Background: an optimization exercise with open tools, aiming at small area. Do not read the settings as production practice. No functional check of the RTL was part of any run shown here.

$ cat flow/config.mk
export PLATFORM = sky130hd
export DESIGN_NAME = opl2
export DESIGN_NICKNAME = opl2
export VERILOG_FILES = /design/flow/design.v
export SDC_FILE = /design/flow/constraint.sdc
export NUM_CORES = 4
export LEC_CHECK = 0
export ABC_AREA = 1
export CAP_MARGIN = 20
export CORE_MARGIN = 2
export CORE_UTILIZATION = 50
export CTS_BUF_LIST = sky130_fd_sc_hd__clkbuf_4
export CTS_CLUSTER_SIZE = 30
export GPL_TIMING_DRIVEN = 0
export PLACE_DENSITY = 0.65
export SLEW_MARGIN = 20
$ cat flow/constraint.sdc
create_clock -name core_clock -period 20.8 [get_ports {clk}]
set_input_delay 4.1600 -clock core_clock [delete_from_list [all_inputs] [get_ports {clk}]]
set_output_delay 4.1600 -clock core_clock [all_outputs]
set_load 0.01 [all_outputs]
$ cat flow/design.v
`timescale 1ns / 1ps
module opl_edge_detector #(
  parameter EDGE_LEVEL = 1,          
  parameter CLK_DLY = 0,             
  parameter INITIAL_INPUT_LEVEL = 0
) (
  input wire rst,
  input wire clk,
  input wire clk_en,
  input wire in,
  output reg edge_detected
);
  reg in_r0;
  reg in_r1;
  always @(posedge clk)
   if (rst) begin
      in_r0 <= INITIAL_INPUT_LEVEL;
      in_r1 <= INITIAL_INPUT_LEVEL;
   end else if (!CLK_DLY)
      in_r0 <= in;
    else if (clk_en) begin
      in_r0 <= in;
      in_r1 <= in_r0;
    end
  always @ *
    if (EDGE_LEVEL)
      if (!CLK_DLY)
        edge_detected = in && !in_r0;
      else
        edge_detected = in_r0 && !in_r1;
    else
      if (!CLK_DLY)
        edge_detected = !in && in_r0;
      else
        edge_detected = !in_r0 && in_r1;
endmodule
`timescale 1ns / 1ps
module opl_exp_lut (
  input wire [7:0] in,
  output reg [9:0] out
);
  always @ *
    case(in)
      8'h0:  out = 0;
      8'h1:  out = 3;
      8'h2:  out = 6;
      8'h3:  out = 8;
      8'h4:  out = 11;
      8'h5:  out = 14;
      8'h6:  out = 17;
      8'h7:  out = 20;
      8'h8:  out = 22;
      8'h9:  out = 25;
      8'ha:  out = 28;
      8'hb:  out = 31;
      8'hc:  out = 34;
      8'hd:  out = 37;
      8'he:  out = 40;
      8'hf:  out = 42;
      8'h10: out = 45;
      8'h11: out = 48;
      8'h12: out = 51;
      8'h13: out = 54;
      8'h14: out = 57;
      8'h15: out = 60;
      8'h16: out = 63;
      8'h17: out = 66;
      8'h18: out = 69;
      8'h19: out = 72;
      8'h1a: out = 75;
      8'h1b: out = 78;
      8'h1c: out = 81;
      8'h1d: out = 84;
      8'h1e: out = 87;
      8'h1f: out = 90;
      8'h20: out = 93;
      8'h21: out = 96;
      8'h22: out = 99;
      8'h23: out = 102;
      8'h24: out = 105;
      8'h25: out = 108;
      8'h26: out = 111;
      8'h27: out = 114;
      8'h28: out = 117;
      8'h29: out = 120;
      8'h2a: out = 123;
      8'h2b: out = 126;
      8'h2c: out = 130;
      8'h2d: out = 133;
      8'h2e: out = 136;
      8'h2f: out = 139;
      8'h30: out = 142;
      8'h31: out = 145;
      8'h32: out = 148;
      8'h33: out = 152;
      8'h34: out = 155;
      8'h35: out = 158;
      8'h36: out = 161;
      8'h37: out = 164;
      8'h38: out = 168;
      8'h39: out = 171;
      8'h3a: out = 174;
      8'h3b: out = 177;
      8'h3c: out = 181;
      8'h3d: out = 184;
      8'h3e: out = 187;
      8'h3f: out = 190;
      8'h40: out = 194;
      8'h41: out = 197;
      8'h42: out = 200;
      8'h43: out = 204;
      8'h44: out = 207;
      8'h45: out = 210;
      8'h46: out = 214;
      8'h47: out = 217;
      8'h48: out = 220;
      8'h49: out = 224;
      8'h4a: out = 227;
      8'h4b: out = 231;
      8'h4c: out = 234;
      8'h4d: out = 237;
      8'h4e: out = 241;
      8'h4f: out = 244;
      8'h50: out = 248;
      8'h51: out = 251;
      8'h52: out = 255;
      8'h53: out = 258;
      8'h54: out = 262;
      8'h55: out = 265;
      8'h56: out = 268;
      8'h57: out = 272;
      8'h58: out = 276;
      8'h59: out = 279;
      8'h5a: out = 283;
      8'h5b: out = 286;
      8'h5c: out = 290;
      8'h5d: out = 293;
      8'h5e: out = 297;
      8'h5f: out = 300;
      8'h60: out = 304;
      8'h61: out = 308;
      8'h62: out = 311;
      8'h63: out = 315;
      8'h64: out = 318;
      8'h65: out = 322;
      8'h66: out = 326;
      8'h67: out = 329;
      8'h68: out = 333;
      8'h69: out = 337;
      8'h6a: out = 340;
      8'h6b: out = 344;
      8'h6c: out = 348;
      8'h6d: out = 352;
      8'h6e: out = 355;
      8'h6f: out = 359;
      8'h70: out = 363;
      8'h71: out = 367;
      8'h72: out = 370;
      8'h73: out = 374;
      8'h74: out = 378;
      8'h75: out = 382;
      8'h76: out = 385;
      8'h77: out = 389;
      8'h78: out = 393;
      8'h79: out = 397;
      8'h7a: out = 401;
      8'h7b: out = 405;
      8'h7c: out = 409;
      8'h7d: out = 412;
      8'h7e: out = 416;
      8'h7f: out = 420;
      8'h80: out = 424;
      8'h81: out = 428;
      8'h82: out = 432;
      8'h83: out = 436;
      8'h84: out = 440;
      8'h85: out = 444;
      8'h86: out = 448;
      8'h87: out = 452;
      8'h88: out = 456;
      8'h89: out = 460;
      8'h8a: out = 464;
      8'h8b: out = 468;
      8'h8c: out = 472;
      8'h8d: out = 476;
      8'h8e: out = 480;
      8'h8f: out = 484;
      8'h90: out = 488;
      8'h91: out = 492;
      8'h92: out = 496;
      8'h93: out = 501;
      8'h94: out = 505;
      8'h95: out = 509;
      8'h96: out = 513;
      8'h97: out = 517;
      8'h98: out = 521;
      8'h99: out = 526;
      8'h9a: out = 530;
      8'h9b: out = 534;
      8'h9c: out = 538;
      8'h9d: out = 542;
      8'h9e: out = 547;
      8'h9f: out = 551;
      8'ha0: out = 555;
      8'ha1: out = 560;
      8'ha2: out = 564;
      8'ha3: out = 568;
      8'ha4: out = 572;
      8'ha5: out = 577;
      8'ha6: out = 581;
      8'ha7: out = 585;
      8'ha8: out = 590;
      8'ha9: out = 594;
      8'haa: out = 599;
      8'hab: out = 603;
      8'hac: out = 607;
      8'had: out = 612;
      8'hae: out = 616;
      8'haf: out = 621;
      8'hb0: out = 625;
      8'hb1: out = 630;
      8'hb2: out = 634;
      8'hb3: out = 639;
      8'hb4: out = 643;
      8'hb5: out = 648;
      8'hb6: out = 652;
      8'hb7: out = 657;
      8'hb8: out = 661;
      8'hb9: out = 666;
      8'hba: out = 670;
      8'hbb: out = 675;
      8'hbc: out = 680;
      8'hbd: out = 684;
      8'hbe: out = 689;
      8'hbf: out = 693;
      8'hc0: out = 698;
      8'hc1: out = 703;
      8'hc2: out = 708;
      8'hc3: out = 712;
      8'hc4: out = 717;
      8'hc5: out = 722;
      8'hc6: out = 726;
      8'hc7: out = 731;
      8'hc8: out = 736;
      8'hc9: out = 741;
      8'hca: out = 745;
      8'hcb: out = 750;
      8'hcc: out = 755;
      8'hcd: out = 760;
      8'hce: out = 765;
      8'hcf: out = 770;
      8'hd0: out = 774;
      8'hd1: out = 779;
      8'hd2: out = 784;
      8'hd3: out = 789;
      8'hd4: out = 794;
      8'hd5: out = 799;
      8'hd6: out = 804;
      8'hd7: out = 809;
      8'hd8: out = 814;
      8'hd9: out = 819;
      8'hda: out = 824;
      8'hdb: out = 829;
      8'hdc: out = 834;
      8'hdd: out = 839;
      8'hde: out = 844;
      8'hdf: out = 849;
      8'he0: out = 854;
      8'he1: out = 859;
      8'he2: out = 864;
      8'he3: out = 869;
      8'he4: out = 874;
      8'he5: out = 880;
      8'he6: out = 885;
      8'he7: out = 890;
      8'he8: out = 895;
      8'he9: out = 900;
      8'hea: out = 906;
      8'heb: out = 911;
      8'hec: out = 916;
      8'hed: out = 921;
      8'hee: out = 927;
      8'hef: out = 932;
      8'hf0: out = 937;
      8'hf1: out = 942;
      8'hf2: out = 948;
      8'hf3: out = 953;
      8'hf4: out = 959;
      8'hf5: out = 964;
      8'hf6: out = 969;
      8'hf7: out = 975;
      8'hf8: out = 980;
      8'hf9: out = 986;
      8'hfa: out = 991;
      8'hfb: out = 996;
      8'hfc: out = 1002;
      8'hfd: out = 1007;
      8'hfe: out = 1013;
      8'hff: out = 1018;
    endcase
endmodule
`timescale 1ns / 1ps
module opl_log_sine_lut (
  input wire [7:0] theta,
  output reg [11:0] out
);
  always @ *
    case(theta)
      8'h0:  out = 2137;
      8'h1:  out = 1731;
      8'h2:  out = 1543;
      8'h3:  out = 1419;
      8'h4:  out = 1326;
      8'h5:  out = 1252;
      8'h6:  out = 1190;
      8'h7:  out = 1137;
      8'h8:  out = 1091;
      8'h9:  out = 1050;
      8'ha:  out = 1013;
      8'hb:  out = 979;
      8'hc:  out = 949;
      8'hd:  out = 920;
      8'he:  out = 894;
      8'hf:  out = 869;
      8'h10: out = 846;
      8'h11: out = 825;
      8'h12: out = 804;
      8'h13: out = 785;
      8'h14: out = 767;
      8'h15: out = 749;
      8'h16: out = 732;
      8'h17: out = 717;
      8'h18: out = 701;
      8'h19: out = 687;
      8'h1a: out = 672;
      8'h1b: out = 659;
      8'h1c: out = 646;
      8'h1d: out = 633;
      8'h1e: out = 621;
      8'h1f: out = 609;
      8'h20: out = 598;
      8'h21: out = 587;
      8'h22: out = 576;
      8'h23: out = 566;
      8'h24: out = 556;
      8'h25: out = 546;
      8'h26: out = 536;
      8'h27: out = 527;
      8'h28: out = 518;
      8'h29: out = 509;
      8'h2a: out = 501;
      8'h2b: out = 492;
      8'h2c: out = 484;
      8'h2d: out = 476;
      8'h2e: out = 468;
      8'h2f: out = 461;
      8'h30: out = 453;
      8'h31: out = 446;
      8'h32: out = 439;
      8'h33: out = 432;
      8'h34: out = 425;
      8'h35: out = 418;
      8'h36: out = 411;
      8'h37: out = 405;
      8'h38: out = 399;
      8'h39: out = 392;
      8'h3a: out = 386;
      8'h3b: out = 380;
      8'h3c: out = 375;
      8'h3d: out = 369;
      8'h3e: out = 363;
      8'h3f: out = 358;
      8'h40: out = 352;
      8'h41: out = 347;
      8'h42: out = 341;
      8'h43: out = 336;
      8'h44: out = 331;
      8'h45: out = 326;
      8'h46: out = 321;
      8'h47: out = 316;
      8'h48: out = 311;
      8'h49: out = 307;
      8'h4a: out = 302;
      8'h4b: out = 297;
      8'h4c: out = 293;
      8'h4d: out = 289;
      8'h4e: out = 284;
      8'h4f: out = 280;
      8'h50: out = 276;
      8'h51: out = 271;
      8'h52: out = 267;
      8'h53: out = 263;
      8'h54: out = 259;
      8'h55: out = 255;
      8'h56: out = 251;
      8'h57: out = 248;
      8'h58: out = 244;
      8'h59: out = 240;
      8'h5a: out = 236;
      8'h5b: out = 233;
      8'h5c: out = 229;
      8'h5d: out = 226;
      8'h5e: out = 222;
      8'h5f: out = 219;
      8'h60: out = 215;
      8'h61: out = 212;
      8'h62: out = 209;
      8'h63: out = 205;
      8'h64: out = 202;
      8'h65: out = 199;
      8'h66: out = 196;
      8'h67: out = 193;
      8'h68: out = 190;
      8'h69: out = 187;
      8'h6a: out = 184;
      8'h6b: out = 181;
      8'h6c: out = 178;
      8'h6d: out = 175;
      8'h6e: out = 172;
      8'h6f: out = 169;
      8'h70: out = 167;
      8'h71: out = 164;
      8'h72: out = 161;
      8'h73: out = 159;
      8'h74: out = 156;
      8'h75: out = 153;
      8'h76: out = 151;
      8'h77: out = 148;
      8'h78: out = 146;
      8'h79: out = 143;
      8'h7a: out = 141;
      8'h7b: out = 138;
      8'h7c: out = 136;
      8'h7d: out = 134;
      8'h7e: out = 131;
      8'h7f: out = 129;
      8'h80: out = 127;
      8'h81: out = 125;
      8'h82: out = 122;
      8'h83: out = 120;
      8'h84: out = 118;
      8'h85: out = 116;
      8'h86: out = 114;
      8'h87: out = 112;
      8'h88: out = 110;
      8'h89: out = 108;
      8'h8a: out = 106;
      8'h8b: out = 104;
      8'h8c: out = 102;
      8'h8d: out = 100;
      8'h8e: out = 98;
      8'h8f: out = 96;
      8'h90: out = 94;
      8'h91: out = 92;
      8'h92: out = 91;
      8'h93: out = 89;
      8'h94: out = 87;
      8'h95: out = 85;
      8'h96: out = 83;
      8'h97: out = 82;
      8'h98: out = 80;
      8'h99: out = 78;
      8'h9a: out = 77;
      8'h9b: out = 75;
      8'h9c: out = 74;
      8'h9d: out = 72;
      8'h9e: out = 70;
      8'h9f: out = 69;
      8'ha0: out = 67;
      8'ha1: out = 66;
      8'ha2: out = 64;
      8'ha3: out = 63;
      8'ha4: out = 62;
      8'ha5: out = 60;
      8'ha6: out = 59;
      8'ha7: out = 57;
      8'ha8: out = 56;
      8'ha9: out = 55;
      8'haa: out = 53;
      8'hab: out = 52;
      8'hac: out = 51;
      8'had: out = 49;
      8'hae: out = 48;
      8'haf: out = 47;
      8'hb0: out = 46;
      8'hb1: out = 45;
      8'hb2: out = 43;
      8'hb3: out = 42;
      8'hb4: out = 41;
      8'hb5: out = 40;
      8'hb6: out = 39;
      8'hb7: out = 38;
      8'hb8: out = 37;
      8'hb9: out = 36;
      8'hba: out = 35;
      8'hbb: out = 34;
      8'hbc: out = 33;
      8'hbd: out = 32;
      8'hbe: out = 31;
      8'hbf: out = 30;
      8'hc0: out = 29;
      8'hc1: out = 28;
      8'hc2: out = 27;
      8'hc3: out = 26;
      8'hc4: out = 25;
      8'hc5: out = 24;
      8'hc6: out = 23;
      8'hc7: out = 23;
      8'hc8: out = 22;
      8'hc9: out = 21;
      8'hca: out = 20;
      8'hcb: out = 20;
      8'hcc: out = 19;
      8'hcd: out = 18;
      8'hce: out = 17;
      8'hcf: out = 17;
      8'hd0: out = 16;
      8'hd1: out = 15;
      8'hd2: out = 15;
      8'hd3: out = 14;
      8'hd4: out = 13;
      8'hd5: out = 13;
      8'hd6: out = 12;
      8'hd7: out = 12;
      8'hd8: out = 11;
      8'hd9: out = 10;
      8'hda: out = 10;
      8'hdb: out = 9;
      8'hdc: out = 9;
      8'hdd: out = 8;
      8'hde: out = 8;
      8'hdf: out = 7;
      8'he0: out = 7;
      8'he1: out = 7;
      8'he2: out = 6;
      8'he3: out = 6;
      8'he4: out = 5;
      8'he5: out = 5;
      8'he6: out = 5;
      8'he7: out = 4;
      8'he8: out = 4;
      8'he9: out = 4;
      8'hea: out = 3;
      8'heb: out = 3;
      8'hec: out = 3;
      8'hed: out = 2;
      8'hee: out = 2;
      8'hef: out = 2;
      8'hf0: out = 2;
      8'hf1: out = 1;
      8'hf2: out = 1;
      8'hf3: out = 1;
      8'hf4: out = 1;
      8'hf5: out = 1;
      8'hf6: out = 1;
      8'hf7: out = 1;
      8'hf8: out = 0;
      8'hf9: out = 0;
      8'hfa: out = 0;
      8'hfb: out = 0;
      8'hfc: out = 0;
      8'hfd: out = 0;
      8'hfe: out = 0;
      8'hff: out = 0;
    endcase
endmodule
`timescale 1ns / 1ps
module ksl_add_rom # (
  parameter integer KSL_ADD_WIDTH = 8  
) (
  input wire [10-1:0] fnum,
  input wire [3-1:0] block,
  input wire [2-1:0] ksl,
  output reg [KSL_ADD_WIDTH-1:0] ksl_add
);
  reg [6:0] rom_out;
  wire signed [KSL_ADD_WIDTH-1:0] tmp0;
  wire signed [KSL_ADD_WIDTH-1:0] tmp1;
  wire [10-6-1:0] fnum_shifted;
  assign fnum_shifted = fnum >> 6;
  always @ *
    case (fnum_shifted)
      0:  rom_out = 0;
      1:  rom_out = 32;
      2:  rom_out = 40;
      3:  rom_out = 45;
      4:  rom_out = 48;
      5:  rom_out = 51;
      6:  rom_out = 53;
      7:  rom_out = 55;
      8:  rom_out = 56;
      9:  rom_out = 58;
      10: rom_out = 59;
      11: rom_out = 60;
      12: rom_out = 61;
      13: rom_out = 62;
      14: rom_out = 63;
      15: rom_out = 64;
    endcase
  assign tmp0 = block - 8;
  assign tmp1 = rom_out + (tmp0 << 3);
  always @ *
    case (ksl)
    0: ksl_add = 0;
    1: ksl_add = tmp1 <= 0 ? 0 : tmp1 << 1;
    2: ksl_add = tmp1 <= 0 ? 0 : tmp1;
    3: ksl_add = tmp1 <= 0 ? 0 : tmp1 << 2;
    endcase
endmodule
`timescale 1ns / 1ps
module tremolo (
  input wire rst,
  input wire clk,
  input wire sample_clk_en,
  input wire dam,  
  output wire [5-1:0] am_val
);
  localparam TREMOLO_MAX_COUNT = 13*1024;
  localparam TREMOLO_INDEX_WIDTH = 14;
  reg [TREMOLO_INDEX_WIDTH-1:0] tremolo_index;
  wire [TREMOLO_INDEX_WIDTH-8-1:0] am_val_tmp0;
  wire [TREMOLO_INDEX_WIDTH-8-1:0] am_val_tmp1;
  always @(posedge clk)
    if (rst)
      tremolo_index <= 0;
    else if (sample_clk_en)
      if (tremolo_index == TREMOLO_MAX_COUNT - 1)
        tremolo_index <= 0;
      else
        tremolo_index <= tremolo_index + 1;
  assign am_val_tmp0 = tremolo_index >> 8;
  assign am_val_tmp1 = (am_val_tmp0 > 26) ? (2*26 + ~am_val_tmp0) : am_val_tmp0;
  assign am_val = dam ? am_val_tmp1 : am_val_tmp1 >> 2;
endmodule
`timescale 1ns / 1ps
module vibrato (
  input wire [12:0] vibrato_index,
  input wire [10-1:0] fnum,
  input wire dvb,
  output wire [10-1:0] vib_val
);
  wire [10-1:0] delta0;
  wire [10-1:0] delta1;
  wire [10-1:0] delta2;
  assign delta0 = fnum >> 7;
  assign delta1 = ((vibrato_index >> 10) & 3) == 3 ? delta0 >> 1 : delta0;
  assign delta2 = !dvb ? delta1 >> 1 : delta1;
  assign vib_val = ((vibrato_index >> 10) & 4) != 0 ? ~delta2 : delta2;
endmodule
`timescale 1ns / 1ps
module env_rate_counter (
  input wire ksr,  
  input wire nts,  
  input wire [10-1:0] fnum,
  input wire [3-1:0] block,
  input wire [4-1:0] requested_rate,
  output wire [17:0] increment
);
  wire [8-1:0] rate_tmp0;
  wire [8-1:0] rate_tmp1;
  wire [8-1:0] rate_tmp2;
  wire [8-1:0] effective_rate;
  wire [8-1:0] rate_value;
  wire [8-1:0] requested_rate_shifted;
  wire [1:0] rof;
  assign rate_tmp0 = nts ? fnum[8] : fnum[9];
  assign rate_tmp1 = rate_tmp0 | (block << 1);
  assign rate_tmp2 = ksr ? rate_tmp1 : rate_tmp1 >> 2;
  assign requested_rate_shifted = requested_rate << 2;
  assign effective_rate = (rate_tmp2 + requested_rate_shifted > 60) ?  60 : rate_tmp2 + requested_rate_shifted;
  assign rate_value = effective_rate >> 2;
  assign rof = effective_rate[1:0];
  assign increment = (4 | rof) << rate_value;
endmodule
`timescale 1ns / 1ps
module envelope_generator #(
  parameter SILENCE = 511
)(
  input wire [4-1:0] ar,   
  input wire [4-1:0] dr,   
  input wire [4-1:0] sl,   
  input wire [4-1:0] rr,   
  input wire ksr,                       
  input wire egt,                       
  input wire nts,                       
  input wire [10-1:0] fnum,
  input wire [3-1:0] block,
  input wire key_on_old,
  input wire key_off_old,
  input wire key_on_new,
  input wire key_off_new,
  input wire [1:0] state0,
  input wire [9-1:0] env_int0,
  input wire [14:0] counter0,
  output reg [1:0] state2,
  output reg [9-1:0] env_int1,
  output wire [14:0] counter1
);
  localparam [1:0]
    RELEASE  = 2'b00,
    ATTACK  = 2'b01,
    DECAY   = 2'b10,
    SUSTAIN  = 2'b11;
  reg [1:0] next_state;
  reg [1:0] state1;
  reg [4-1:0] requested_rate1;
  reg [4-1:0] requested_rate2;
  wire [17:0] increment1;
  wire [17:0] increment2;
  wire [17:0] overflow_tmp;
  wire [8-1:0] rate_counter_overflow;
  always @ *
    case (state0)
    ATTACK: next_state = env_int0 == 0 ? DECAY : ATTACK;
    DECAY: next_state = (env_int0 >> 4) >= sl ? SUSTAIN : DECAY;
    SUSTAIN: next_state = !egt ? RELEASE : SUSTAIN;
    RELEASE: next_state = RELEASE;
    default: next_state = RELEASE;
    endcase
  always @ *
    if (key_on_old)
      state1 = ATTACK;
    else if (key_off_old)
      state1 = RELEASE;
    else
      state1 = next_state;
  always @ *
    if (key_on_new)
      state2 = ATTACK;
    else if (key_off_new)
      state2 = RELEASE;
    else
      state2 = state1;
  always @ *
    case (state1)
    ATTACK: requested_rate1 = ar;
    DECAY: requested_rate1 = dr;
    SUSTAIN: requested_rate1 = 0;
    RELEASE: requested_rate1 = rr;
    default: requested_rate1 = rr;
    endcase
  always @ *
    case (state2)
    ATTACK: requested_rate2 = ar;
    DECAY: requested_rate2 = dr;
    SUSTAIN: requested_rate2 = 0;
    RELEASE: requested_rate2 = rr;
    default: requested_rate2 = rr;
    endcase
  env_rate_counter rate1 (
    .ksr(ksr),
    .nts(nts),
    .fnum(fnum),
    .block(block),
    .requested_rate(requested_rate1),
    .increment(increment1)
  );
  env_rate_counter rate2 (
    .ksr(ksr),
    .nts(nts),
    .fnum(fnum),
    .block(block),
    .requested_rate(requested_rate2),
    .increment(increment2)
  );
  assign counter1 = requested_rate1 != 0 ? counter0 + increment1 : counter0;
  assign overflow_tmp = counter1 + increment2;
  assign rate_counter_overflow = overflow_tmp >> 15;
  always @ *
    if (state2 == ATTACK && rate_counter_overflow != 0 && env_int0 != 0)
      env_int1 = env_int0 - (((env_int0*rate_counter_overflow) >> 3) + 1);
    else if (state2 == DECAY || state2 == RELEASE)
      if (env_int0 + rate_counter_overflow > SILENCE)
        env_int1 = SILENCE;
      else
        env_int1 = env_int0 + rate_counter_overflow;
    else
      env_int1 = env_int0;
endmodule
`timescale 1ns / 1ps
module calc_rhythm_phase (
  input wire rst,
  input wire clk,
  input wire sample_clk_en,
  input wire [20-1:0] phase_acc,
  input wire [20-1:0] friend_phase_acc,
  input wire [2:0] op_type,
  output reg [20-1:0] rhythm_phase
);
  localparam RAND_POLYNOMIAL = 'h800302;  
  localparam RAND_NUM_WIDTH = 24;
  reg [20-10-1:0] friend_phase;
  wire [20-10-1:0] phase_bit;
  wire [20-10-1:0] upper_current_phase;
  reg [20-10-1:0] noise_bit;
  reg [RAND_NUM_WIDTH-1:0] rand_num;
  assign upper_current_phase = phase_acc >> 10;
  always @ *
    case (op_type)
    2:   friend_phase = friend_phase_acc >> 10;
    5: friend_phase = friend_phase_acc >> 10;
    default:    friend_phase = 0;
    endcase
  assign
    phase_bit = (((upper_current_phase & 'h88) ^ ((upper_current_phase << 5) & 'h80)) |
     ((friend_phase ^ (friend_phase << 2)) & 'h20)) ? 'h02 : 'h00;
  always @ *
    case (op_type)
    2:   noise_bit = rand_num[0] << 1;
    4: noise_bit = rand_num[0] << 8;
    default:    noise_bit = 0;
    endcase
  always @ *
    case (op_type)
    0:   rhythm_phase = phase_acc;
    1: rhythm_phase = phase_acc;
    2:   rhythm_phase = ((phase_bit << 8) | ('h34 << (phase_bit ^ noise_bit))) << 10;
    3:  rhythm_phase = phase_acc;
    4: rhythm_phase = (('h100 + (upper_current_phase & 'h100)) ^ noise_bit) << 10;
    5: rhythm_phase = ((1 + phase_bit) << 8) << 10;
    default:    rhythm_phase = phase_acc;
    endcase
  always @(posedge clk)
    if (rst)
      rand_num <= 1;
    else if (sample_clk_en)
      if (rand_num & 1)
        rand_num <= (rand_num ^ RAND_POLYNOMIAL) >> 1;
      else
        rand_num <= rand_num >> 1;
endmodule
`timescale 1ns / 1ps
module calc_phase_inc (
  input wire [10-1:0] fnum,
  input wire [4-1:0] mult,
  input wire [3-1:0] block,
  input wire vib,
  input wire signed [10-1:0] vib_val,
  output reg signed [20-1:0] phase_inc
);
  reg signed [20-1:0] post_mult;
  reg [3:0] pre_mult_adj;
  always @(*) begin
    case (mult)
    'h0: pre_mult_adj = 1;
    'h1: pre_mult_adj = 1;
    'h2: pre_mult_adj = 2;
    'h3: pre_mult_adj = 3;
    'h4: pre_mult_adj = 4;
    'h5: pre_mult_adj = 5;
    'h6: pre_mult_adj = 6;
    'h7: pre_mult_adj = 7;
    'h8: pre_mult_adj = 8;
    'h9: pre_mult_adj = 9;
    'hA: pre_mult_adj = 10;
    'hB: pre_mult_adj = 10;
    'hC: pre_mult_adj = 12;
    'hD: pre_mult_adj = 12;
    'hE: pre_mult_adj = 15;
    'hF: pre_mult_adj = 15;
    default: pre_mult_adj = 1;
    endcase
  end
  wire [10+3:0] fnum_mult = fnum * pre_mult_adj;
  wire [20-1:0] fnum_mult_shifted = fnum_mult << block;
  always @ *
    case (mult)
    'h0: post_mult = fnum_mult_shifted >> 1;
    default: post_mult = fnum_mult_shifted;
    endcase
  always @ *
    if (vib)
      phase_inc = post_mult + vib_val;
    else
      phase_inc = post_mult;
endmodule
`timescale 1ns / 1ps
module operator (
  input wire clk,
  input wire [10-1:0] fnum,
  input wire [4-1:0] mult,
  input wire [3-1:0] block,
  input wire [2-1:0] ws,
  input wire vib,
  input wire kon,                       
  input wire [4-1:0] ar,   
  input wire [4-1:0] dr,   
  input wire [4-1:0] sl,   
  input wire [4-1:0] rr,   
  input wire [6-1:0] tl,    
  input wire ksr,                       
  input wire [2-1:0] ksl,  
  input wire egt,                       
  input wire am,                        
  input wire nts,                       
  input wire [5-1:0] am_val,
  input wire [10-1:0] vib_val,
  input wire [20-1:0] rhythm_phase_in_friend,
  input wire rhythm_on_old,             
  input wire rhythm_on_new,
  input wire use_feedback,
  input wire [3-1:0] fb,
  input wire signed [13-1:0] feedback1,
  input wire signed [13-1:0] feedback2,
  input wire [13-1:0] modulation,
  input wire [2:0] op_type,
  input wire rand_en,
  input wire rst,
  input wire kon_r0,
  input wire kon_r1,
  input wire koff_r0,
  input wire koff_r1,
  input wire [45:0] st_in,
  output wire [45:0] st_out,
  output reg signed [13-1:0] out
);
  localparam LOG_SIN_OUT_WIDTH = 12;
  localparam EXP_OUT_WIDTH = 10;
  localparam LOG_SIN_PLUS_GAIN_WIDTH = 13;
  localparam SILENCE = 511;
  wire [1:0] state0 = st_in[1:0];
  wire [9-1:0] env_int0 = st_in[10:2];
  wire [14:0] counter0 = st_in[25:11];
  wire [20-1:0] phase_acc0 = st_in[45:26];
  wire normal = op_type == 0;
  wire koff_r0_new = normal ? kon : koff_r0;
  wire koff_r1_new = normal ? koff_r0 : koff_r1;
  wire key_on_old = (kon_r0 && !kon_r1) || rhythm_on_old;
  wire key_off_old = !koff_r0 && koff_r1;
  wire key_on_new = (kon && !kon_r0) || rhythm_on_new;
  wire key_off_new = !koff_r0_new && koff_r1_new;
  wire [1:0] state2;
  wire [9-1:0] env_int1;
  wire [14:0] counter1;
  envelope_generator envelope_generator (
    .ar(ar),
    .dr(dr),
    .sl(sl),
    .rr(rr),
    .ksr(ksr),
    .egt(egt),
    .nts(nts),
    .fnum(fnum),
    .block(block),
    .key_on_old(key_on_old),
    .key_off_old(key_off_old),
    .key_on_new(key_on_new),
    .key_off_new(key_off_new),
    .state0(state0),
    .env_int0(env_int0),
    .counter0(counter0),
    .state2(state2),
    .env_int1(env_int1),
    .counter1(counter1)
  );
  wire signed [20-1:0] phase_inc;
  wire [20-1:0] rhythm_phase;
  wire signed [13-1:0] feedback_result;
  reg signed [13+1+2**3-1:0] feedback_result_p0;
  calc_phase_inc calc_phase_inc (
    .fnum(fnum),
    .mult(mult),
    .block(block),
    .vib(vib),
    .vib_val(vib_val),
    .phase_inc(phase_inc)
  );
  calc_rhythm_phase calc_rhythm_phase (
    .rst(rst),
    .clk(clk),
    .sample_clk_en(rand_en),
    .phase_acc(phase_acc0),
    .friend_phase_acc(rhythm_phase_in_friend),
    .op_type(op_type),
    .rhythm_phase(rhythm_phase)
  );
  always @ *
    if (fb == 0)
      feedback_result_p0 = 0;
    else
      feedback_result_p0 = ((feedback1 +
       feedback2) <<< fb);
  assign feedback_result = feedback_result_p0 >>> 9;
  wire [13-1:0] modulation_in = use_feedback ? feedback_result : modulation;
  wire [20-1:0] phase_sum = phase_acc0 + phase_inc;
  wire [20-1:0] phase_acc1 = key_on_new ? 0 : phase_sum;
  wire rhythm_op = op_type == 2 || op_type == 4 ||
   op_type == 5;
  wire [9:0] phase_hi = rhythm_op ? rhythm_phase[19:10] + phase_inc[19:10] :
   phase_sum[19:10];
  wire [9:0] final_phase = key_on_new ? 10'd0 : phase_hi + modulation_in[9:0];
  assign st_out = {phase_acc1, counter1, env_int1, state2};
  wire [9+1:0] level_add;
  wire [7:0] ksl_add;
  ksl_add_rom ksl_add_rom (
    .fnum(fnum),
    .block(block),
    .ksl(ksl),
    .ksl_add(ksl_add)
  );
  assign level_add = am ? (tl << 2) + ksl_add + am_val : (tl << 2) + ksl_add;
  reg [9:0] final_phase_p;
  reg [9-1:0] env_int_p;
  reg [9+1:0] level_add_p;
  reg [2-1:0] ws_p;
  reg shift_p;
  always @(posedge clk) begin
    final_phase_p <= final_phase;
    env_int_p <= env_int1;
    level_add_p <= level_add;
    ws_p <= ws;
    shift_p <= !(op_type == 0 || op_type == 1);
  end
  reg signed [9+1:0] env_tmp;  
  reg [9-1:0] env;
  wire [LOG_SIN_OUT_WIDTH-1:0] log_sin_out;
  wire [LOG_SIN_PLUS_GAIN_WIDTH-1:0] log_sin_plus_gain;
  wire [EXP_OUT_WIDTH-1:0] exp_out;
  wire [13-1:0] tmp_out0;
  reg signed [13-1:0] tmp_out1;
  reg signed [13-1:0] tmp_out2;
  wire signed [13-1:0] tmp_ws2;
  always @ * begin
    env_tmp = env_int_p + level_add_p;
    if (env_tmp < 0)
      env = 0;
    else if (env_tmp > SILENCE)
      env = SILENCE;
    else
      env = env_tmp;
  end
  opl_log_sine_lut log_sine_lut_inst (
    .theta(final_phase_p[8] ? ~final_phase_p[7:0] : final_phase_p[7:0]),
    .out(log_sin_out)
  );
  assign log_sin_plus_gain = (log_sin_out) + (env << 3);
  opl_exp_lut exp_lut_inst (
    .in(~log_sin_plus_gain[7:0]),
    .out(exp_out)
  );
  assign tmp_out0 = (2**10 + exp_out) << 1;
  assign tmp_ws2 = tmp_out1 < 0 ? ~tmp_out1 : tmp_out1;
  always @ *
    if (final_phase_p[9])
      tmp_out1 = ~(tmp_out0 >> log_sin_plus_gain[LOG_SIN_PLUS_GAIN_WIDTH-1:8]);
    else
      tmp_out1 = tmp_out0 >> log_sin_plus_gain[LOG_SIN_PLUS_GAIN_WIDTH-1:8];
  always @ *
    case (ws_p)
    0: tmp_out2 = tmp_out1;
    1: tmp_out2 = tmp_out1 < 0 ? 0 : tmp_out1;
    2: tmp_out2 = tmp_ws2;
    3: tmp_out2 = final_phase_p[8] ? 0 : tmp_ws2;
    endcase
  always @(posedge clk)
    if (shift_p)
      out <= tmp_out2 << 1;
    else
      out <= tmp_out2;
endmodule
`timescale 1ns / 1ps
module timer #(
  parameter MAX_VALUE  
) (
  input wire rst,
  input wire clk,
  input wire [8-1:0] init,
  input wire start,
  output reg overflow
);
  reg [8-1:0] counter;
  reg [
  (MAX_VALUE <= 2) ? 1 : (
  (MAX_VALUE <= 4) ? 2 : (
  (MAX_VALUE <= 8) ? 3 : (
  (MAX_VALUE <= 16) ? 4 : (
  (MAX_VALUE <= 32) ? 5 : (
  (MAX_VALUE <= 64) ? 6 : (
  (MAX_VALUE <= 128) ? 7 : (
  (MAX_VALUE <= 256) ? 8 : (
  (MAX_VALUE <= 512) ? 9 : (
  (MAX_VALUE <= 1024) ? 10 : (
  (MAX_VALUE <= 2048) ? 11 : (
  (MAX_VALUE <= 4196) ? 12 : (
  (MAX_VALUE <= 8192) ? 13 : (
  (MAX_VALUE <= 16384) ? 14 : (
  (MAX_VALUE <= 32768) ? 15 : (
  (MAX_VALUE <= 32768) ? 16 : (
  (MAX_VALUE <= 131072) ? 17 : (
  (MAX_VALUE <= 262144) ? 18 : (
  (MAX_VALUE <= 524288) ? 19 : (
  (MAX_VALUE <= 1048576) ? 20 : (
  (MAX_VALUE <= 2097152) ? 21 : (
  (MAX_VALUE <= 4194304) ? 22 : (
  (MAX_VALUE <= 8388608) ? 23 : (
  (MAX_VALUE <= 4194304) ? 24 : (
  (MAX_VALUE <= 16777216) ? 25 : (
  (MAX_VALUE <= 33554432) ? 26 : (
  -1))))))))))))))))))))))))))-1:0] sub_counter;
  wire start_pulse;
  opl_edge_detector #(
    .EDGE_LEVEL(1),
    .CLK_DLY(1)
  ) start_timer_edge_detect (
    .rst(rst),
    .clk(clk),
    .clk_en(1'b1),
    .in(start),
    .edge_detected(start_pulse)
  );
  always @(posedge clk) begin
    overflow <= 0;
    if (rst) begin
      counter <= 0;
      sub_counter <= 0;
    end else if (start_pulse) begin
      counter <= init;
      sub_counter <= MAX_VALUE - 1;
    end else if (start) begin
      sub_counter <= sub_counter - 1;
      if (!sub_counter) begin
        sub_counter <= MAX_VALUE - 1;
        counter <= counter + 1;
        if (&counter) begin
          overflow <= 1;
          counter <= init;
        end
      end
    end
  end
endmodule
`timescale 1ns / 1ps
module opl2 (
  input rst,  
  input clk,  
  input  [7:0] din,
  output [7:0] dout,
  input cs_n,
  input wr_n,
  input a0,
  output reg irq_n,
  output reg signed [15:0] sample
);
localparam integer CNTR_MAX = 873;
localparam integer TIMER1_MAX = 3456;
localparam integer TIMER2_MAX = 15360;
localparam NOP = 18;
localparam NCH = 9;
localparam QDEPTH = 10;
localparam [45:0] STATE_RESET = 46'd511 << 2;  
function [7:0] op_off(input integer k);
  op_off = (k < 6) ? k : (k < 12) ? k + 2 : k + 4;
endfunction
wire read  = !cs_n && !a0;
wire write = !cs_n && !wr_n;
wire addr_write = (!a0 && write);
wire reg_write = (a0 && write);
reg timer1_overflow;
reg timer2_overflow;
assign dout = read ? {timer1_overflow | timer2_overflow, timer1_overflow, timer2_overflow, 5'd0} : 8'h00;
reg [7:0] index;
always @(posedge clk, posedge rst) begin
  if (rst) index <= 0;
  else if (addr_write) index <= {din};
end
reg [11:0] cntr;
reg sample_clk_en;
always @(posedge clk, posedge rst)
  if (rst) begin
    cntr <= 12'd0;
    sample_clk_en <= 1'b0;
  end else begin
    cntr <= cntr == CNTR_MAX-1 ? 12'd0 : cntr + 1'b1;
    sample_clk_en <= cntr == 12'd0;
  end
reg calc;
reg car;
reg [3:0] q;
always @(posedge clk, posedge rst)
  if (rst) begin
    calc <= 0;
    car <= 0;
    q <= 0;
  end else if (sample_clk_en) begin
    calc <= 1;
    car <= 0;
    q <= 0;
  end else if (calc) begin
    if (q == NCH - 1) begin
      q <= 0;
      car <= 1;
      if (car)
        calc <= 0;
    end else
      q <= q + 1'b1;
  end
wire calc_mod = calc && !car;
wire calc_car = calc && car;
reg [7:0] qa [0:QDEPTH-1];
reg [7:0] qd [0:QDEPTH-1];
reg [3:0] q_wp, q_rp, q_lp, q_n;
reg [7:0] q_last;
wire q_pop = !calc && q_n != 0;
wire q_use = reg_write && (sample_clk_en || calc || q_n != 0);
wire q_merge = q_use && q_n != 0 && q_last == index && !(q_pop && q_n == 1);
wire q_push = q_use && !q_merge;
function [3:0] q_inc(input [3:0] p);
  q_inc = p == QDEPTH - 1 ? 4'd0 : p + 1'b1;
endfunction
always @(posedge clk)
  if (rst) begin
    q_wp <= 0;
    q_rp <= 0;
    q_lp <= 0;
    q_n <= 0;
  end else begin
    if (q_push) begin
      q_wp <= q_inc(q_wp);
      q_lp <= q_wp;
      q_last <= index;
    end
    if (q_pop)
      q_rp <= q_inc(q_rp);
    q_n <= q_n + q_push - q_pop;
  end
genvar i;
generate
  for (i = 0; i < QDEPTH; i = i + 1) begin: queue
    always @(posedge clk) begin
      if (q_push && q_wp == i) begin
        qa[i] <= index;
        qd[i] <= din;
      end else if (q_merge && q_lp == i)
        qd[i] <= din;
    end
  end
endgenerate
wire lw = q_pop || (reg_write && !q_use);
wire [7:0] la = q_pop ? qa[q_rp] : index;
wire [7:0] ld = q_pop ? qd[q_rp] : din;
reg [7:0] r20 [0:NOP-1];
reg [7:0] r40 [0:NOP-1];
reg [7:0] r60 [0:NOP-1];
reg [7:0] r80 [0:NOP-1];
reg [1:0] rE0 [0:NOP-1];
reg [7:0] rA0 [0:NCH-1];
reg [5:0] rB0 [0:NCH-1];
reg [5:0] rC0 [0:NCH-1];
reg r08;
reg [7:0] rBD;
wire [7:0] ldr = rst ? 8'd0 : ld;
generate
  for (i = 0; i < NOP; i = i + 1) begin: op_regs
    always @(posedge clk) begin
      if (rst || (lw && la == 8'h20 + op_off(i))) r20[i] <= ldr;
      if (rst || (lw && la == 8'h40 + op_off(i))) r40[i] <= ldr;
      if (rst || (lw && la == 8'h60 + op_off(i))) r60[i] <= ldr;
      if (rst || (lw && la == 8'h80 + op_off(i))) r80[i] <= ldr;
      if (rst || (lw && la == 8'hE0 + op_off(i))) rE0[i] <= ldr[1:0];
    end
  end
  for (i = 0; i < NCH; i = i + 1) begin: ch_regs
    always @(posedge clk) begin
      if (rst || (lw && la == 8'hA0 + i)) rA0[i] <= ldr;
      if (rst || (lw && la == 8'hB0 + i)) rB0[i] <= ldr[5:0];
      if (rst || (lw && la == 8'hC0 + i)) rC0[i] <= ldr[5:0];
    end
  end
endgenerate
always @(posedge clk) begin
  if (rst || (lw && la == 8'h08)) r08 <= ldr[6];
  if (rst || (lw && la == 8'hBD)) rBD <= ldr;
end
wire nts = r08;
wire dam = rBD[7];
wire dvb = rBD[6];
wire ryt = rBD[5];
wire bd  = rBD[4];
wire sd  = rBD[3];
wire tom = rBD[2];
wire tc  = rBD[1];
wire hh  = rBD[0];
reg [45:0] mod_state [0:NCH-1];
reg [45:0] car_state [0:NCH-1];
reg [5:0] key_det [0:NCH-1];
reg signed [12:0] mod_out [0:NCH-1];
reg signed [12:0] car_out [0:NCH-1];
reg signed [12:0] feedback2 [0:NCH-1];
wire [45:0] st_out;
wire signed [12:0] op_out;
reg wb_mod_d, wb_car_d, wb_mod, wb_car;
always @(posedge clk) begin
  wb_mod_d <= calc_mod;
  wb_car_d <= calc_car;
  wb_mod <= wb_mod_d;
  wb_car <= wb_car_d;
end
reg [NCH-1:0] fresh;
always @(posedge clk)
  if (rst)
    fresh <= {NCH{1'b1}};
  else
    fresh <= {1'b0, fresh[NCH-1:1]};
wire [45:0] mod_state0 = fresh[0] ? STATE_RESET : mod_state[0];
wire [45:0] car_state0 = fresh[0] ? STATE_RESET : car_state[0];
wire [5:0] key_det0 = fresh[0] ? 6'd0 : key_det[0];
wire signed [12:0] mod_out0 = fresh[0] ? 13'sd0 : mod_out[0];
wire signed [12:0] car_out0 = fresh[0] ? 13'sd0 : car_out[0];
wire signed [12:0] feedback20 = fresh[0] ? 13'sd0 : feedback2[0];
integer k;
always @(posedge clk) begin
  for (k = 0; k < NCH - 1; k = k + 1) begin
    mod_state[k] <= mod_state[k+1];
    car_state[k] <= car_state[k+1];
    mod_out[k] <= mod_out[k+1];
    car_out[k] <= car_out[k+1];
    key_det[k] <= key_det[k+1];
    feedback2[k] <= feedback2[k+1];
  end
  mod_state[NCH-1] <= calc_mod ? st_out : mod_state0;
  car_state[NCH-1] <= calc_car ? st_out : car_state0;
  mod_out[NCH-1] <= mod_out0;
  car_out[NCH-1] <= car_out0;
  key_det[NCH-1] <= calc_mod ? key_det_new : key_det0;
  feedback2[NCH-1] <= feedback20;
  if (wb_mod) begin
    mod_out[6] <= op_out;
    feedback2[6] <= mod_out[7];
  end
  if (wb_car)
    car_out[6] <= op_out;
end
reg [4:0] mod_op;
always @ (*)
  case (q)
  0: mod_op = 0;  1: mod_op = 1;  2: mod_op = 2;
  3: mod_op = 6;  4: mod_op = 7;  5: mod_op = 8;
  6: mod_op = 12; 7: mod_op = 13; default: mod_op = 14;
  endcase
wire [4:0] op = car ? mod_op + 5'd3 : mod_op;
wire ryt_hh_tom = ryt && (q == 7 || q == 8);
reg [2:0] op_type;
always @ (*)
  if (!ryt)
    op_type = 0;
  else
    case (q)
    6: op_type = 1;
    7: op_type = car ? 4 : 2;
    8: op_type = car ? 5 : 3;
    default: op_type = 0;
    endcase
wire [7:0] c20 = r20[op];
wire [7:0] c40 = r40[op];
wire [7:0] c60 = r60[op];
wire [7:0] c80 = r80[op];
wire [1:0] cE0 = rE0[op];
wire [7:0] cA0 = rA0[q];
wire [5:0] cB0 = rB0[q];
wire [5:0] cC0 = rC0[q];
wire [9:0] fnum = {cB0[1:0], cA0};
wire use_feedback = !car && !ryt_hh_tom;
wire [2:0] fb_cur = use_feedback ? cC0[3:1] : 3'd0;
wire [12:0] modulation = (!car || cC0[0] || ryt_hh_tom) ? 13'd0 : mod_out0;
wire [19:0] friend_phase_acc = car ? mod_state[NCH-1][45:26] : car_state[1][45:26];
reg [12:0] vibrato_base;
always @(posedge clk)
  if (rst)
    vibrato_base <= 0;
  else if (calc_car && q == NCH - 1)
    vibrato_base <= vibrato_base + NOP;
wire [12:0] vibrato_index = vibrato_base + op + 1'b1;
wire [9:0] vib_val;
vibrato vibrato (
  .vibrato_index(vibrato_index),
  .fnum(fnum),
  .dvb(dvb),
  .vib_val(vib_val)
);
wire [5-1:0] am_val;
tremolo tremolo (
  .rst(rst),
  .clk(clk),
  .sample_clk_en(sample_clk_en),
  .dam(dam),
  .am_val(am_val)
);
reg [4:0] rhy_r0, rhy_r1;
reg [4:0] rhy_sel;
always @ (*)
  case (op_type)
  1:  rhy_sel = 5'b00001;
  4: rhy_sel = 5'b00010;
  3:    rhy_sel = 5'b00100;
  5: rhy_sel = 5'b01000;
  2:     rhy_sel = 5'b10000;
  default:        rhy_sel = 5'b00000;
  endcase
wire [4:0] rhy_in = {hh, tc, tom, sd, bd};
wire rhythm_on_old = |(rhy_sel & rhy_r0 & ~rhy_r1);
wire rhythm_on_new = |(rhy_sel & rhy_in & ~rhy_r0);
always @(posedge clk)
  if (rst) begin
    rhy_r0 <= 0;
    rhy_r1 <= 0;
  end else if (calc) begin
    rhy_r0 <= (rhy_sel & rhy_in) | (~rhy_sel & rhy_r0);
    rhy_r1 <= (rhy_sel & rhy_r0) | (~rhy_sel & rhy_r1);
  end
wire normal = op_type == 0;
wire kx = key_det0[5], ky = key_det0[4], kz = key_det0[3];
wire fx = key_det0[2], fy = key_det0[1], fz = key_det0[0];
wire kon_r0 = car ? ky : kx;
wire kon_r1 = car ? kz : ky;
wire koff_r0 = car && normal ? fy : fx;
wire koff_r1 = car && normal ? fz : fy;
wire [5:0] key_det_new = {cB0[5], kx, ky, normal ? {cB0[5], fx, fy} : {fx, fy, fz}};
operator operator_inst(
  .clk(clk),
  .fnum(fnum),
  .mult(c20[3:0]),
  .block(cB0[4:2]),
  .ws(cE0),
  .vib(c20[6]),
  .kon(cB0[5]),
  .ar(c60[7:4]),
  .dr(c60[3:0]),
  .sl(c80[7:4]),
  .rr(c80[3:0]),
  .tl(c40[5:0]),
  .ksr(c20[4]),
  .ksl(c40[7:6]),
  .egt(c20[5]),
  .am(c20[7]),
  .nts(nts),
  .am_val(am_val),
  .vib_val(vib_val),
  .rhythm_phase_in_friend(friend_phase_acc),
  .rhythm_on_old(rhythm_on_old),
  .rhythm_on_new(rhythm_on_new),
  .use_feedback(use_feedback),
  .fb(fb_cur),
  .feedback1(mod_out0),
  .feedback2(feedback20),
  .modulation(modulation),
  .op_type(op_type),
  .rand_en(sample_clk_en),
  .rst(rst),
  .kon_r0(kon_r0),
  .kon_r1(kon_r1),
  .koff_r0(koff_r0),
  .koff_r1(koff_r1),
  .st_in(car ? car_state0 : mod_state0),
  .st_out(st_out),
  .out(op_out)
);
reg cnt0_prev;
always @(posedge clk)
  if (calc_mod && q == 0)
    cnt0_prev <= cC0[0];
wire cnt_cur = q == 0 ? cnt0_prev : cC0[0];
wire signed [12:0] m_out = mod_out0;
wire signed [12:0] c_out = car_out0;
reg signed [12:0] ch_a;
reg signed [12:0] ch_b;
always @ (*) begin
  ch_a = 0;
  ch_b = c_out;
  if (q == 6 && ryt) begin
    if (!cnt_cur) ch_b = m_out;
  end else if (cnt_cur || (ryt && q >= 7))
    ch_a = m_out;
end
wire signed [13:0] channel_out = ch_a + ch_b;
reg signed [19-1:0] channel_acc_pre_clamp;
always @(posedge clk, posedge rst)
  if (rst)
    channel_acc_pre_clamp <= 0;
  else if (sample_clk_en)
    channel_acc_pre_clamp <= 0;
  else if (calc_mod)
    channel_acc_pre_clamp <= channel_acc_pre_clamp + channel_out;
always @(posedge clk, posedge rst)
  if (rst)
    sample <= 0;
  else if (sample_clk_en)
    if (channel_acc_pre_clamp > 2**15 - 1)
      sample <= 2**15 - 1;
    else if (channel_acc_pre_clamp < -2**15)
      sample <= -2**15;
    else
      sample <= channel_acc_pre_clamp;
reg [7:0] timer1_preset;
always @(posedge clk, posedge rst) begin
  if (rst)                  timer1_preset <= 0;
  else if (reg_write && index == 2) timer1_preset <= din;
end
reg timer1_mask;
reg timer1_active;
always @(posedge clk, posedge rst) begin
  if (rst) {timer1_mask, timer1_active} <= 0;
  else if (reg_write && index == 4 && ~din[7]) {timer1_mask, timer1_active} <= {din[6], din[0]};
end
wire timer1_pulse;
timer #(
  .MAX_VALUE(TIMER1_MAX)
) timer1(
  .rst(rst),
  .clk(clk),
  .init(timer1_preset),
  .start(timer1_active),
  .overflow(timer1_pulse)
);
always @(posedge clk, posedge rst) begin
  if (rst) timer1_overflow <= 0;
  else begin
    if (reg_write && index == 4 && din[7]) timer1_overflow <= 0;
    if (timer1_pulse)                 		 timer1_overflow <= 1;
  end
end
reg [7:0] timer2_preset;
always @(posedge clk, posedge rst) begin
  if (rst) timer2_preset <= 0;
  else if (reg_write && index == 3) timer2_preset <= din;
end
reg timer2_mask;
reg timer2_active;
always @(posedge clk, posedge rst) begin
  if (rst) {timer2_mask, timer2_active} <= 0;
  else if (reg_write && index == 4 && ~din[7]) {timer2_mask, timer2_active} <= {din[5], din[1]};
end
wire timer2_pulse;
timer #(.MAX_VALUE(TIMER2_MAX)) timer2 (
  .rst(rst),
  .clk(clk),
  .init(timer2_preset),
  .start(timer2_active),
  .overflow(timer2_pulse)
);
always @(posedge clk, posedge rst) begin
  if (rst) timer2_overflow <= 0;
  else begin
    if (reg_write && index == 4 && din[7]) timer2_overflow <= 0;
    if (timer2_pulse)                      timer2_overflow <= 1;
  end
end
always @(posedge clk, posedge rst) begin
  if (rst) irq_n <= 1;
  else begin
    if (reg_write && index == 4 && din[7]) irq_n <= 1;
    if (~timer1_mask && timer1_pulse)      irq_n <= 0;
    if (~timer2_mask && timer2_pulse)      irq_n <= 0;
  end
end
endmodule
$ cat flow/run.sh
#!/bin/bash
# synth_recipe.tcl (not shown) runs the flow's synth.tcl, then flattens the netlist and writes it again
# the make line also repeats each setting of config.mk as NAME=value (left out here)
make -C /OpenROAD-flow-scripts/flow DESIGN_CONFIG=/design/flow/config.mk WORK_HOME=/design/flow/orfs CLKGATE_MAP_FILE= SYNTH_SCRIPT=/design/flow/synth_recipe.tcl finish
==> results.txt, run 1 <==
- Nets@finish: roughly 9.6k
- Avg Cell Area, Syn: approximately 11 um^2
- FMAX: between 50 and 60 MHz
- Max-Cap Viols: 0
- CTS sink count: about 2.5k
- Synth area leaders: edfxtp_1 31%, dfxtp_1 31%, nand2_1 5.9%, o21ai_0 3.9%, ha_1 3.6%
- DR vias/cell: ~5.5
- R2r worst-path depth: 93
- Filler-free cell count of the finished design: ~12k
- R2r startpoint: q[0]$_DFFE_PP0N_
- Worst Setup SP: q[0]$_DFFE_PP0N_
- Slowest cell on crit path: buf_1
- Width of the die: around 430 um
- CTS tree: done
- Sequential share of the synthesized area: between 60% and 70%
- Hold path endpoint: key_det[0][4]$_DFF_P_
- Post-place setup slack: between 2 and 3 ns
- Ports: 38
- Status: complete, no violations
- Number of port buffers: 32
- CP max FO: 10
- Hold WS: approximately 0.22 ns
- CP arrival: roughly 20 ns
- Total Routing Usage GR: between 20% and 30%
- Synthesis-to-finish area growth: 13.4%
- Final period util: 88.7%
- Core box area: 0.183 mm^2
- CP Data Required Time: between 20 and 25 ns
- YS warnings: 28
- Grt total ovfl: 0
- Yosys cell types: just under 80
- Number of setup buffers added after CTS: 0
- Cells after Synth: 8582
- Final Hold Fails: 0
- Cts hold-fix bufs: 0
- Clock latency at the later pin of the worst-skew pair: approximately 1.4 ns
- Largest net degree at the start of global routing: 45
- CTS max path bufs: 4
- Die Y: 432 um
- Biggest area consumer among synthesized cells: edfxtp_1
- RSZ-0062 raised after global routing: no
- Worst min path class: reg2reg
- Final Max Slew Viols: 0
- Vias in the first global route: about 65k
- Worst Slack Setup Final: around 2.3 ns
- Initial antenna violation count: 13
- Skew final: 0.149 ns
- First-pass GRT wire length: between 300 and 400 mm
- Via count: roughly 67k
- DRC: 0
- Drt first pass iters: 8
- Die area: 0.187 mm^2
- #FFs+latches synth: between 2k and 2.5k
- Post-synth top area share: between 30% and 40%
- Setup Viol. Count Final: 0
- FF-to-FF setup slack: 2.34 ns
- Final core utilization: 57.0%
- Synthesized cell area: 0.0918 mm^2
- EDFF count, synth: roughly 950
- Slew HR: between 20% and 30%
- Sum Neg Setup Slack: 0 ns
- Post-DRT Antenna Nets: 0
- Post-DR wirelength/cell: between 20 and 25 um
- DPL Wire Length: roughly 180 mm
- CTS clk-pin slew, worst paths: ~0.070 ns
- PostCTS Resize Cnt: 0
- Critical Path Max Stage Delay: between 0.7 and 0.8 ns
- CTS HTree Levels: 6
- Most common cell on crit path: nand2_1
- Worst hold path depth: 0
- Synth Flop Type: dfxtp_1
- Tmin final: 18.46 ns
- R2r endpoint: operator_inst.env_int_p[8]$_DFF_P_
- Design area: approximately 0.10 mm^2
- Crit. End Element: register
- WL final: 254 mm
- Worst Max-Slew Pin Slew: 1.17 ns
- CP Launch Type: register
- Crit Path Class: reg2reg
- RD Place Congestion: 0.930
- DP Cell Count: between 10k and 15k
- CTS Buf Count: about 600
- Rows: 157
- Starting Density: 50.2%
- Async set-reset flop share out of synthesis: roughly 3.5%
- 1st-iter DRT viols: between 6k and 7k
- CTS Root Cell: clkbuf_4
- Share of cells above drive strength 1: 13.1%
- Dpl cell area: 0.0966 mm^2
- Worst hold start: key_det[1][4]$_DFF_P_
==> synthesized netlist by cell type, types with 13 or more instances <==
master / number
o31ai_1: 27
o21ai_0: 720
clkbuf_1: 236
edfxtp_1: 952
inv_2: 21
a22o_1: 75
nor4_1: 18
buf_2: 21
mux2_2: 13
a22oi_1: 95
nor3_1: 64
or2_2: 45
buf_1: 38
nand2_2: 18
mux2i_1: 14
fa_1: 58
o21bai_1: 25
o22ai_1: 30
a211oi_1: 36
clkinv_1: 18
nand4_1: 111
nand3_1: 334
a221oi_1: 142
o221ai_1: 14
o211ai_1: 30
nand2_1: 1437
ha_1: 261
nor2_2: 17
a31oi_1: 45
o21ai_1: 26
dfxtp_1: 1414
a21oi_1: 316
xnor2_1: 75
xor2_1: 89
nor2_1: 691
dfrtp_1: 84
inv_1: 792
==> registers in the layout, summed over array words and instances (netlist names), 144 cells and up, named ones only <==
| signal | cells |
|---|---|
| r40 | 144 |
| r80 | 144 |
| car_state | 414 |
| mod_state | 414 |
| r60 | 144 |
| r20 | 144 |
==> logic make-up (layout without fill, tap and decap cells) <==
kind of cell	after synthesis	after routing	share of synthesized area (%)
AND/OR/NAND/NOR	2801	2801	13.0
flip-flops	2451	2451	64.3
AO/OA/AOI/OAI	1680	1680	11.2
buffers and inverters	1139	2285	4.76
adder cells (fa/ha/maj)	319	319	4.82
XOR/XNOR	164	164	1.56
multiplexers	27	27	0.312
other	1	13	0.00409
==> critical path, delay by kind of cell, from the launching register on <==
kind            cells  cell delay [ns]
xor+xnor            3             0.52
compound gates     27             5.34
buf+inv            16             3.47
flops               1             0.46
fa+ha+maj          10             3.45
simple gates       37             5.17
==> layout by cell type (no fill, tap or decap), types with 23 or more instances in the layout <==
cell,n
nand2_1,1437
xnor2_1,74
ha_1,261
buf_4,44
clkdlybuf4s50_1,32
buf_1,38
clkbuf_1,233
nor3_1,62
a21oi_1,308
a211oi_1,36
o21ai_1,84
o21ai_0,650
o22ai_1,30
edfxtp_1,952
nor2_1,690
inv_1,792
dfxtp_1,1414
clkbuf_4,897
fa_1,58
a221oi_1,142
a31oi_1,44
nand4_1,111
inv_2,34
dfrtp_1,84
clkinv_1,113
o211ai_1,30
o21ai_2,23
or2_2,45
a22o_1,75
o21bai_1,25
nand3_1,334
buf_16,29
xor2_1,88
a22oi_1,95
==> how the worst max path moves through the flow <==
stage                                                     to  slack, ns  cells past startpoint
after global placement              car_state[8][10]$_DFF_P_       2.30                     93
after detailed placement            car_state[8][10]$_DFF_P_       2.80                     96
after global routing                car_state[8][10]$_DFF_P_       1.13                     95
final                     operator_inst.env_int_p[8]$_DFF_P_       2.34                     93
after floorplan           operator_inst.env_int_p[8]$_DFF_P_       6.83                     95
after CTS                 operator_inst.env_int_p[8]$_DFF_P_       2.79                     95
==> final cells by class <==
| type | count | area [um^2] |
|---|---|---|
| fillers | 15652 | 78600 |
| flip-flops and latches | 2451 | 59000 |
| multi-input cells | 4996 | 28700 |
| clock buffers | 896 | 6730 |
| inverters | 833 | 3130 |
| well taps | 2385 | 2980 |
| repair buffers | 107 | 1520 |
| plain buffers | 306 | 1240 |
| clock inverters | 143 | 754 |
| diodes | 8 | 20.0 |
==> routing by layer <==
| layer | global-route usage (%) | routed length, um | up-vias |
|---|---|---|---|
| met5 | 0 | 0 | - |
| met1 | 37.8 | 112000 | 31952 |
| met4 | 10.2 | 8140 | 0 |
| met2 | 40.8 | 112000 | 2980 |
| met3 | 5.59 | 21300 | 484 |
| li1 | - | - | 31257 |
==> run 2, diff against run 1 <==
--- a/flow/design.v
+++ b/flow/design.v
@@ -990,7 +990,7 @@
    phase_sum[19:10];
   wire [9:0] final_phase = key_on_new ? 10'd0 : phase_hi + modulation_in[9:0];
   assign st_out = {phase_acc1, counter1, env_int1, state2};
-  wire [9+1:0] level_add;
+  wire [9-1:0] level_add;  
   wire [7:0] ksl_add;
   ksl_add_rom ksl_add_rom (
     .fnum(fnum),
@@ -1001,7 +1001,7 @@
   assign level_add = am ? (tl << 2) + ksl_add + am_val : (tl << 2) + ksl_add;
   reg [9:0] final_phase_p;
   reg [9-1:0] env_int_p;
-  reg [9+1:0] level_add_p;
+  reg [9-1:0] level_add_p;
   reg [2-1:0] ws_p;
   reg shift_p;
   always @(posedge clk) begin
@@ -1052,11 +1052,11 @@
     2: tmp_out2 = tmp_ws2;
     3: tmp_out2 = final_phase_p[8] ? 0 : tmp_ws2;
     endcase
-  always @(posedge clk)
+  always @ *
     if (shift_p)
-      out <= tmp_out2 << 1;
+      out = tmp_out2 << 1;
     else
-      out <= tmp_out2;
+      out = tmp_out2;
 endmodule
 `timescale 1ns / 1ps
 module timer #(
@@ -1288,12 +1288,10 @@
 reg signed [12:0] feedback2 [0:NCH-1];
 wire [45:0] st_out;
 wire signed [12:0] op_out;
-reg wb_mod_d, wb_car_d, wb_mod, wb_car;
+reg wb_mod, wb_car;
 always @(posedge clk) begin
-  wb_mod_d <= calc_mod;
-  wb_car_d <= calc_car;
-  wb_mod <= wb_mod_d;
-  wb_car <= wb_car_d;
+  wb_mod <= calc_mod;
+  wb_car <= calc_car;
 end
 reg [NCH-1:0] fresh;
 always @(posedge clk)
@@ -1324,11 +1322,11 @@
   key_det[NCH-1] <= calc_mod ? key_det_new : key_det0;
   feedback2[NCH-1] <= feedback20;
   if (wb_mod) begin
-    mod_out[6] <= op_out;
-    feedback2[6] <= mod_out[7];
+    mod_out[7] <= op_out;
+    feedback2[7] <= mod_out[8];
   end
   if (wb_car)
-    car_out[6] <= op_out;
+    car_out[7] <= op_out;
 end
 reg [4:0] mod_op;
 always @ (*)
==> flow/flow/run.sh (new file) <==
#!/bin/bash
# The standard layout (standard.sh), with clock tree synthesis using
# clkbuf_4 buffers and no dummy loads. The make output goes to
# standard_flow.log; each ORFS step keeps its own log under orfs/logs/.
set -euo pipefail
export CTS_ARGS="-sink_clustering_enable -repair_clock_nets -dont_use_dummy_load -buf_list sky130_fd_sc_hd__clkbuf_4"
bash standard.sh > standard_flow.log 2>&1
==> flow/standard.sh (new file) <==
#!/bin/bash
# synth_recipe.tcl (not shown) runs the flow's synth.tcl, then flattens the netlist and writes it again
# the make line also repeats each setting of config.mk as NAME=value (left out here)
make -C /OpenROAD-flow-scripts/flow DESIGN_CONFIG=/design/flow/config.mk WORK_HOME=/design/flow/orfs CLKGATE_MAP_FILE= SYNTH_SCRIPT=/design/flow/synth_recipe.tcl "${@:-finish}"
--- a/flow/config.mk
+++ b/flow/config.mk
@@ -8,9 +8,7 @@
 export ABC_AREA = 1
 export CAP_MARGIN = 20
 export CORE_MARGIN = 2
-export CORE_UTILIZATION = 50
-export CTS_BUF_LIST = sky130_fd_sc_hd__clkbuf_4
-export CTS_CLUSTER_SIZE = 30
+export CORE_UTILIZATION = 55
 export GPL_TIMING_DRIVEN = 0
-export PLACE_DENSITY = 0.65
+export PLACE_DENSITY = 0.7
 export SLEW_MARGIN = 20
removed: flow/run.sh
==> results.txt, run 2 <==
- Die Y: roughly 410 um
- Crit Path Class: reg2reg
- Most common cell on crit path: nand2_1
- CTS sink count: 2435
- Critical Path Max Stage Delay: 0.94 ns
- FMAX: roughly 54 MHz
- WL final: 246 mm
- Largest family of logic cells by synthesized area: simple AND/OR/NAND/NOR gates
- First-pass GRT wire length: ~370 mm
- Tmin final: about 19 ns
- Post-synth top area share: around a third
- Async set-reset flop share out of synthesis: 3.49%
- WP buf/inv: 15
- Post-Synth XOR/XNOR Area: roughly 1.5%
- YS warnings: 28
- CTS max path bufs: 4
- Synth area leaders: edfxtp_1 31%, dfxtp_1 31%, nand2_1 6.5%, o21ai_0 3.9%, ha_1 3.6%
- Simple-gate area share of the yosys netlist: 13.3%
- Setup Viol. Count Final: 0
- Final Max Slew Viols: 0
- Worst Max-Slew Pin Slew: ~1.2 ns
- Cells after Synth: 8553
- CTS HTree Levels: 6
- Clock latency at the later pin of the worst-skew pair: 1.44 ns
- Sum Neg Setup Slack: 0 ns
- R2r worst-path depth: 91
- Synth cell count leaders: 1563 x nand2_1, 1398 x dfxtp_1, 952 x edfxtp_1, 772 x inv_1, 703 x o21ai_0
- RSZ-0062 raised after global routing: no
- Vias in the first global route: ~63k
- Largest regs: car_state (414), mod_state (414)
- #FFs+latches synth: between 2k and 2.5k
- Yosys cell types: 75
- Slowest cell on crit path: clkbuf_1
- EDFF count, synth: 952
- Post-DRT Antenna Nets: 0
- Count leader, synth: nand2_1
- CTS tree: done
- Grt total ovfl: 0
- Share of cells above drive strength 1: around a tenth
- R2r endpoint: car_state[8][10]$_DFF_P_
- Via count: ~66k
- Core box area: approximately 0.16 mm^2
- PostCTS Resize Cnt: 0
- CTS Buf Count: approximately 600
- DR vias/cell: about 5.7
- Final period util: 89.4%
- Ports: 38
- DPL Wire Length: 177 mm
- Synth Area in Compound Gates: approximately 11%
- CP Data Required Time: between 20 and 25 ns
- CP max FO: 10
- FF-to-FF setup slack: 2.21 ns
- CTS Root Cell: clkbuf_4
- Status: complete, no violations
- CP Depth: between 90 and 100
- Fillers: ~13k
- Width of the die: 411 um
- Cts hold-fix bufs: 0
- Biggest area consumer among synthesized cells: edfxtp_1
- Nets@finish: 9600
- Initial antenna violation count: 14
- Worst min path class: reg2reg
- Post-synthesis mux area share: 0.0798%
- Die area: around 0.17 mm^2
- CP Launch Type: register
- Post-synthesis share of cell area spent on full adders, half adders and majority gates: 4.88%
- Synthesized cell area: 0.0909 mm^2
- Slew HR: approximately a fifth
-- run 2: changes by cell type after synthesis, sizes merged, moves of 11 or more --
cell    previous run  this run
nand3            345       321
a22oi             95        84
dfxtp           1414      1398
mux2              13         2
xnor2             75        64
a21oi            319       305
inv              815       795
nor2             721       702
a221oi           142       125
nand2           1466      1582
-- run 2: stage by stage --
| stage | utilization (%) | instances | instance area, um^2 | hold WS, ns | setup slack (ns) |
|---|---|---|---|---|---|
| after floorplan | - | 8557 | 91000 | 0.310 | 7.17 |
| after global placement | 57.1 | 10778 | 94000 | 0.310 | 2.59 |
| after detailed placement | 58.0 | 10853 | 95400 | 0.312 | 2.81 |
| after CTS | 60.7 | 11454 | 99900 | 0.237 | 2.71 |
| after global routing | 60.7 | 11460 | 99900 | 0.258 | 1.06 |
| final | 60.7 | 11463 | 100000 | 0.257 | 2.21 |
-- run 2: worst min path at each step --
| stage | to | startpoint | slack [ns] | depth (start not counted) |
|---|---|---|---|---|
| floorplan | car_out[0][0]$_DFF_P_ | car_out[1][0]$_DFF_P_ | 0.31 | 0 |
| global placement | mod_state[7][8]$_DFF_P_ | mod_state[8][8]$_DFF_P_ | 0.31 | 0 |
| detailed placement | car_out[6][7]$_DFF_P_ | car_out[7][7]$_DFF_P_ | 0.31 | 0 |
| CTS | key_det[1][1]$_DFF_P_ | key_det[2][1]$_DFF_P_ | 0.24 | 0 |
| global route | car_state[1][25]$_DFF_P_ | car_state[2][25]$_DFF_P_ | 0.26 | 0 |
| finish | key_det[1][1]$_DFF_P_ | key_det[2][1]$_DFF_P_ | 0.26 | 0 |
-- run 2: final cells by class --
cell class	instances	area (um^2)	area share, %
Antenna cell	9	22.5	0.0225
Inverter	803	3020	3.02
Tap cell	2189	2740	2.74
Multi-Input combinational cell	5024	28300	28.3
Clock buffer	601	4510	4.51
Buffer	295	1180	1.18
Timing Repair Buffer	107	1470	1.47
Sequential cell	2435	58700	58.7
-- run 2: cells by family after synthesis --
kind of cell | Yosys count
simple gates | 2885
flops | 2435
fa+ha+maj | 320
other cells | 1
compound gates | 1647
xor+xnor | 160
buf+inv | 1098
mux | 7
-- run 2: layer usage --
| metal | track usage, % | vias up | wire [um] |
|---|---|---|---|
| met5 | 0 | - | 39 |
| met4 | 11.4 | 6 | 8490 |
| met3 | 6.59 | 531 | 23200 |
| met2 | 42.5 | 3067 | 107000 |
| met1 | 41.2 | 31407 | 108000 |
| li1 | - | 30682 | - |
-- run 2: worst reg2reg max path, delay by kind of cell (launching register included) --
kind | cells | cell delay [ns]
fa+ha+maj | 12 | 4.29
flops | 1 | 0.41
simple gates | 37 | 4.63
xor+xnor | 4 | 1.00
buf+inv | 15 | 3.58
compound gates | 23 | 4.50

## afterwards: timing with drivers on the ports
How much do the figures lean on ideal ports? The routed layouts below were timed once more, with nothing changed but the port constraints. Step 1 sets driving cells, clkbuf_16 on the clock port and buf_2 on the other inputs (assumed; they add their load-dependent delay and slew). Step 2 times the ports against the registers' clock, not the clock port: input delays grow and output delays shrink by t, the midpoint of the rising clock arrivals with the driver on. Three values: no drivers, after step 1, after step 2; two values: the first two.
| run | t, ns | setup slack, ns | worst data-port slew with drivers (ns) | pins driven straight from the clock port |
|---|---|---|---|---|
| run 1 | 1.418 | 2.344 / 2.344 / 2.344 | 0.07 | 1 |
| run 2 | 1.444 | 2.208 / 2.208 / 2.208 | 0.07 | 1 |
After both steps setup and hold are still met in every run listed.
